Background: an optimization exercise with open tools, aiming at small area and a short achievable clock period. Do not read the settings as production practice. The RTL of this run was laid out without a check of its function.

==> design.v <==
module register
#(
    parameter int WIDTH = 24
)
(
    input logic clk,
    input logic reset,
    input logic enable,
    input logic [WIDTH-1:0] in,
    output logic [WIDTH-1:0] out
);
always_ff @(posedge clk or posedge reset) begin
    if(reset)
        out <= '0;
    else if (enable)
        out <= in;
end
endmodule
module delay 
#(
    parameter int WIDTH = 24,
    parameter int CYCLES = 2
)
(
    input logic clk,
    input logic reset,
    input logic enable,
    input logic [WIDTH-1:0] in,
    output logic [WIDTH-1:0] out
);
logic [WIDTH-1:0] regs [CYCLES+1];
for(genvar i = 0; i < CYCLES; i++) begin : reg_array
    register #(.WIDTH(WIDTH))
    reg_array (
        .clk(clk),
        .reset(reset),
        .enable(enable),
        .in(regs[i]),
        .out(regs[i+1])
    );
end 
assign regs[0] = in;
assign out = regs[CYCLES];
endmodule
module multiplexer
#(
    parameter int WIDTH = 24
)
(
    input logic [WIDTH-1:0] in0,
    input logic [WIDTH-1:0] in1,
    input logic sel,
    output logic [WIDTH-1:0]out
);
assign out = sel == 1'b1 ? in1 : in0;
endmodule
module multiplier
#(
    parameter int WIDTH = 24
)
(
    input logic[WIDTH-1:0] a,
    input logic[WIDTH-1:0] b,
    output logic[2*WIDTH-1:0] product
);
assign product = signed'(a) * signed'(b); 
endmodule
module adder
#(
    parameter int WIDTH = 24
)
(
    input logic [WIDTH-1:0] in0, in1,
    input logic carry_in,
    output logic [WIDTH-1:0] sum,
    output logic carry_out
);
assign {carry_out, sum} = in0 + in1 + carry_in;
endmodule
module comparator
#(
    parameter int WIDTH = 24
)
(
    input logic [WIDTH-1:0] in0, in1,
    output logic out
);
    assign out = (in0 >= in1);
endmodule
module rectifier
#(
    parameter int WIDTH = 24
)
(
    input logic [WIDTH-1:0] in,
    output logic [WIDTH-1:0] out
);
    assign out = in[WIDTH-1] ? ~in + 1 : in;
endmodule
module distortion
#(
    parameter int WIDTH = 24
)
(
    input logic clk,
    input logic reset,
    input logic enable,
    input logic [WIDTH-1:0] in,
    input logic [WIDTH-1:0] gain,
    input logic [WIDTH-1:0] threshold,
    output logic [WIDTH-1:0] out
);
logic[WIDTH-1:0] data_register_out;
logic[WIDTH-1:0] gain_register_out;
logic[WIDTH-1:0] threshold_register_out; 
logic[2*WIDTH-1:0] data_register_out_fixed_point;
logic[2*WIDTH-1:0] gain_register_out_fixed_point;
logic[4*WIDTH-1:0] gained_signal;
logic[WIDTH-1:0] gained_signal_registered;
logic[WIDTH-1:0] comparator_in;
logic comparator_out;
logic[WIDTH-1:0] rectifier_out;
logic[WIDTH-1:0] gained_signal_delayed;
logic[WIDTH-1:0] clipped_signal;
logic[WIDTH-1:0] clip_level;
register #(.WIDTH(WIDTH)) data_in (.in(in), .out(data_register_out), .clk(clk), .reset(reset), .enable(enable));
register #(.WIDTH(WIDTH)) gain_knob_in (.in(gain), .out(gain_register_out), .clk(clk), .reset(reset), .enable(enable));
register #(.WIDTH(WIDTH)) threshold_in (.in(threshold), .out(threshold_register_out), .clk(clk), .reset(reset), .enable(enable));
assign data_register_out_fixed_point = {data_register_out, {WIDTH{1'b0}}};
assign gain_register_out_fixed_point = {20'b00000000000000000000, gain_register_out, 4'b0000};
multiplier #(.WIDTH(WIDTH*2)) gain_multiplier (.a(data_register_out_fixed_point), .b(gain_register_out_fixed_point), .product(gained_signal));
register #(.WIDTH(WIDTH)) multiplier_register (.in(gained_signal[3*WIDTH-1:2*WIDTH]), .out(gained_signal_registered), .clk(clk), .reset(reset), .enable(enable));
rectifier #(.WIDTH(WIDTH)) signal_rectifier (.in(gained_signal_registered), .out(rectifier_out));
register #(.WIDTH(WIDTH)) rectifier_register (.in(rectifier_out), .out(comparator_in), .clk(clk), .reset(reset), .enable(enable));
comparator #(.WIDTH(WIDTH)) threshold_comparator (.in0(comparator_in), .in1(threshold_register_out), .out(comparator_out));
register #(.WIDTH(WIDTH)) gained_signal_delay_register (.in(gained_signal_registered), .out(gained_signal_delayed), .clk(clk), .reset(reset), .enable(enable));
assign clip_level = gained_signal_delayed[WIDTH-1] ? (~threshold_register_out + 1'b1) : threshold_register_out;
multiplexer #(.WIDTH(WIDTH)) threshold_mux (.in0(gained_signal_delayed), .in1(clip_level), .sel(comparator_out), .out(clipped_signal));
register #(.WIDTH(WIDTH)) output_register (.in(clipped_signal), .out(out), .clk(clk), .reset(reset), .enable(enable));
endmodule
==> run.sh <==
#!/bin/bash
# synth_recipe.tcl (not shown) runs the flow's synth.tcl, then flattens the netlist and writes it again
# the make line also repeats each setting of config.mk as NAME=value (left out here)
make -C /OpenROAD-flow-scripts/flow DESIGN_CONFIG=/design/flow/config.mk WORK_HOME=/design/flow/orfs CLKGATE_MAP_FILE= SYNTH_SCRIPT=/design/flow/synth_recipe.tcl finish
==> config.mk <==
export PLATFORM = sky130hd
export DESIGN_NAME = distortion
export DESIGN_NICKNAME = distortion
export VERILOG_FILES = /design/flow/design.v
export SDC_FILE = /design/flow/constraint.sdc
export NUM_CORES = 4
export LEC_CHECK = 0
export CAP_MARGIN = 20
export CORE_MARGIN = 2
export CORE_UTILIZATION = 40
export SLEW_MARGIN = 20
==> constraint.sdc <==
create_clock -name core_clock -period 7.5 [get_ports {clk}]
set_input_delay 1.5000 -clock core_clock [delete_from_list [all_inputs] [get_ports {clk}]]
set_output_delay 1.5000 -clock core_clock [all_outputs]
set_load 0.01 [all_outputs]
==> run notes <==
## flip-flops by register name, indices dropped and copies added, names as in the netlist
| register | count |
|---|---|
| output_register.out | 24 |
| rectifier_register.out | 24 |
| threshold_in.out | 24 |
| multiplier_register.out | 24 |
| gain_knob_in.out | 24 |
| data_in.out | 24 |
| gained_signal_delay_register.out | 23 |
## critical path, cell delays in order (launching register included)
cell and delay, ns:
dfrtp_1 0.76, nand2_1 0.15, fa_1 0.53, inv_1 0.05
fa_1 0.50, inv_1 0.06, fa_1 0.54, inv_1 0.05
fa_1 0.59, fa_1 0.46, fa_1 0.49, inv_1 0.05
fa_1 0.47, inv_1 0.04, ha_1 0.32, o21ai_0 0.12
o21ai_0 0.15, a211o_1 0.29, nor4b_2 0.31, buf_4 0.20
o211a_1 0.20, nor3_1 0.11, or4_1 0.53, nand4_1 0.11
## cell usage after synthesis (11+ instances only)
cell type  instances
a21o_1            20
a21oi_1           53
and2_1           266
clkbuf_1         137
dfrtp_1          167
fa_1             477
ha_1             191
inv_1            543
mux2_2            79
nand2_1          374
nand2b_1          17
nand3_1           11
nand4_1           12
nor2_1            49
nor2b_1           15
nor3_1            12
o2111ai_1         26
o21ai_0           59
o311ai_0          21
o31ai_1           16
xnor2_1           42
xor2_1            24
## worst paths after layout
path	start	end	slack (ns)
hold / removal	output_register.out[0]	output_register.out[0]	0.51
setup reg to reg	data_in.out[16]	multiplier_register.out[19]	0.32
max in group asynchronous	reset	output_register.out[14]	4.88
min in group asynchronous	reset	data_in.out[16]	1.35
setup / recovery	data_in.out[16]	multiplier_register.out[19]	0.32
hold reg to reg	output_register.out[0]	output_register.out[0]	0.51
## metal layers
| metal | GRT usage (%) | vias to the layer above | wire length, µm |
|---|---|---|---|
| met5 | 0 | - | 0 |
| met4 | 7.71 | 0 | 2330 |
| met3 | 1.93 | 110 | 1920 |
| met1 | 26.6 | 9716 | 27500 |
| li1 | - | 8463 | - |
| met2 | 38.5 | 371 | 34400 |
## cell type report
| type | instances | share of cell area [%] |
|---|---|---|
| clock buffer | 17 | 1.49 |
| clock inverter | 15 | 0.677 |
| inverter | 544 | 7.15 |
| multi-input combinational | 1864 | 66.7 |
| sequential | 167 | 14.7 |
| tap | 855 | 3.73 |
| timing repair buffer | 174 | 5.57 |
## cell families after synthesis
logic type	Yosys count	synth area share, %
xor gates and xnor gates	66	2.24
adders and majority gates	668	46.2
AOI/OAI and AO/OA	257	6.77
and+or+nand+nor	791	15.1
muxes	82	3.56
buffers and inverters	686	9.97
DFF	167	16.2
## through the flow
step | cell area [µm²] | setup TNS [ns] | utilization, %
after floorplan | 25800 | 0 | -
after global placement | 27900 | 0 | 43.6
after detailed placement | 27900 | 0 | 43.6
after CTS | 28600 | 0 | 44.5
after global routing | 28600 | -0.151 | 44.7
final | 28600 | 0 | 44.7
## timing repair
action | CTS | global route
endpoints found under the setup margin | 0 | 8
hold endpoints to repair | 0 | 0
resized for setup | 0 | 18
==> impl_metrics.tcl <==
set metrics [dict create \
    crit_required_ns 7.91 \
    maxCapViolations 0 \
    ctsHoldBuffers 0 \
    start_util_pct 40.3 \
    finalNetCount 3511 \
    detail_route.drc_violations 0 \
    port-buffer-count 98 \
    via_count_of_the_first_global_routing_pass 20922 \
    number_of_vias_in_the_routed_layout 18660 \
    layout_overhead_on_the_synthesized_area_pct 10.8 \
    async_flop_share_pct 100 \
    cp-start-kind "register" \
    dpl.hpwl_um 53700 \
    clock_insertion_delay_worst_skew_ns 0.48 \
    yosys_most_used_dff "dfrtp_1" \
    die_w_um 258 \
    detail_route.wl_per_cell_um 18.2 \
    grt_start_max_net_pins 111 \
    cts.clk_slew.worst_paths_ns 0.09 \
    synth.top_cell.area_share_pct 36.9 \
    wire_length_of_the_first_global_routing_pass_um 112000 \
    report.final.slew_viol_count 0 \
    rsz0062_at_grt "true" \
    cts.path.max_buffers 2 \
    register_area_um2 4200 \
    status "timing/DRC/antenna clean" \
    placement.setup.worst_slack_ns 0.241 \
    place_congestion 0.899 \
    fp.dieArea_um2 66700 \
    synth_sequential_area_ratio_pct 16.2 \
    number_of_antenna_violations_at_the_first_check_in_global_routing 3 \
    grt.overflow.total 0 \
    max_clock_freq_mhz 139 \
    drt_first_iter_violations 969 \
    post_placement_cell_count 3602 \
    synth_fp_nets 3460 \
    rows 93 \
    boundaryPins 99 \
    tritoncts "yes" \
    crit_fanout 14 \
    num_clock_sinks 167 \
    postSynthRegisterBits 167 \
    global_route.usage.total_pct 21.3 \
    worst_hold_path.num_cells 2 \
    setup-violations-final 0 \
    synth_cells 2717 \
    hold-worst-slack_ns 0.508 \
    final.period_utilization_pct 95.7 \
    timing.final.ws_setup_ns 0.322 \
    design.core.area_um2 64100 \
    post_route_clock_skew_ns 0.0174 \
    layout.cells.most_common_list "inv_1 (542), fa_1 (477), nand2_1 (374)" \
    timing.reg2reg.worst_path_depth 23 \
    clock_tree.htree_level_count 4 \
    maxSlewHeadroom_pct 35.4 \
    fill_cells 6141 \
    synth_area_um2 25800 \
    post_layout_nonfiller_instances 3636 \
    post_synth.cell_area_avg_um2 9.51 \
    layout.cells.most_common "inv_1" \
    final_layout_size_suffix_gt1_share_pct 7.95 \
    critPathArrivalTime_ns 7.59 \
    diodes 0 \
    layout_min_cycle_time_ns 7.18 \
    synth-edff-count 0 \
    synth_area_leader_cell "fa_1" \
    yosys.cell_types.count 61 \
    cts.repair_timing.setup_buffer_count 0 \
    yosysWarningCount 1 \
    cts.root.buffer_cell "clkbuf_16" \
    numCtsBuffers 17 \
    postRouteWirelength_um 66200 \
    final-hold-violation-count 0 \
    synth.area.top_cells "fa_1 (37%), dfrtp_1 (16%), ha_1 (9.2%)" \
    setup.worst_path.end_class "register" \
    critical_path_class "register to register" \
    area_of_combinational_cells_with_multiple_inputs_um2 19100 \
    detail_route.vias_per_cell 5.13 \
    drt_pass1_iterations 6 \
    fp.dieH_um 258 \
    max_slew.worst_pin.slew_ns 0.969 \
    path_type_of_the_worst_min_delay_path "register to register" \
    drtAntennaViolNets 0 \
]

-- port drivers added, routing unchanged --
In the flow no input, the clock included, has a driving cell. The finished layout below was timed again as built, in two steps.
Step 1 assumes that a clkbuf_16 drives the clock port and a buf_2 every other input.
Step 2 also shifts input and output timing later by t, the mid clock arrival at the registers, as if the neighbouring blocks saw the same clock.
Slacks: ideal / step 1 / step 2; pairs: ideal / step 1.
t (ns): 0.534
slack for setup (ns): 0.322 / 0.322 / 0.322
slew at the worst register clock pin (ns): 0.09 / 0.09
After both steps setup and hold are still met in this run. The setup slack of this run moves by 0.000 ns with the drivers and by 0.000 ns with both steps.
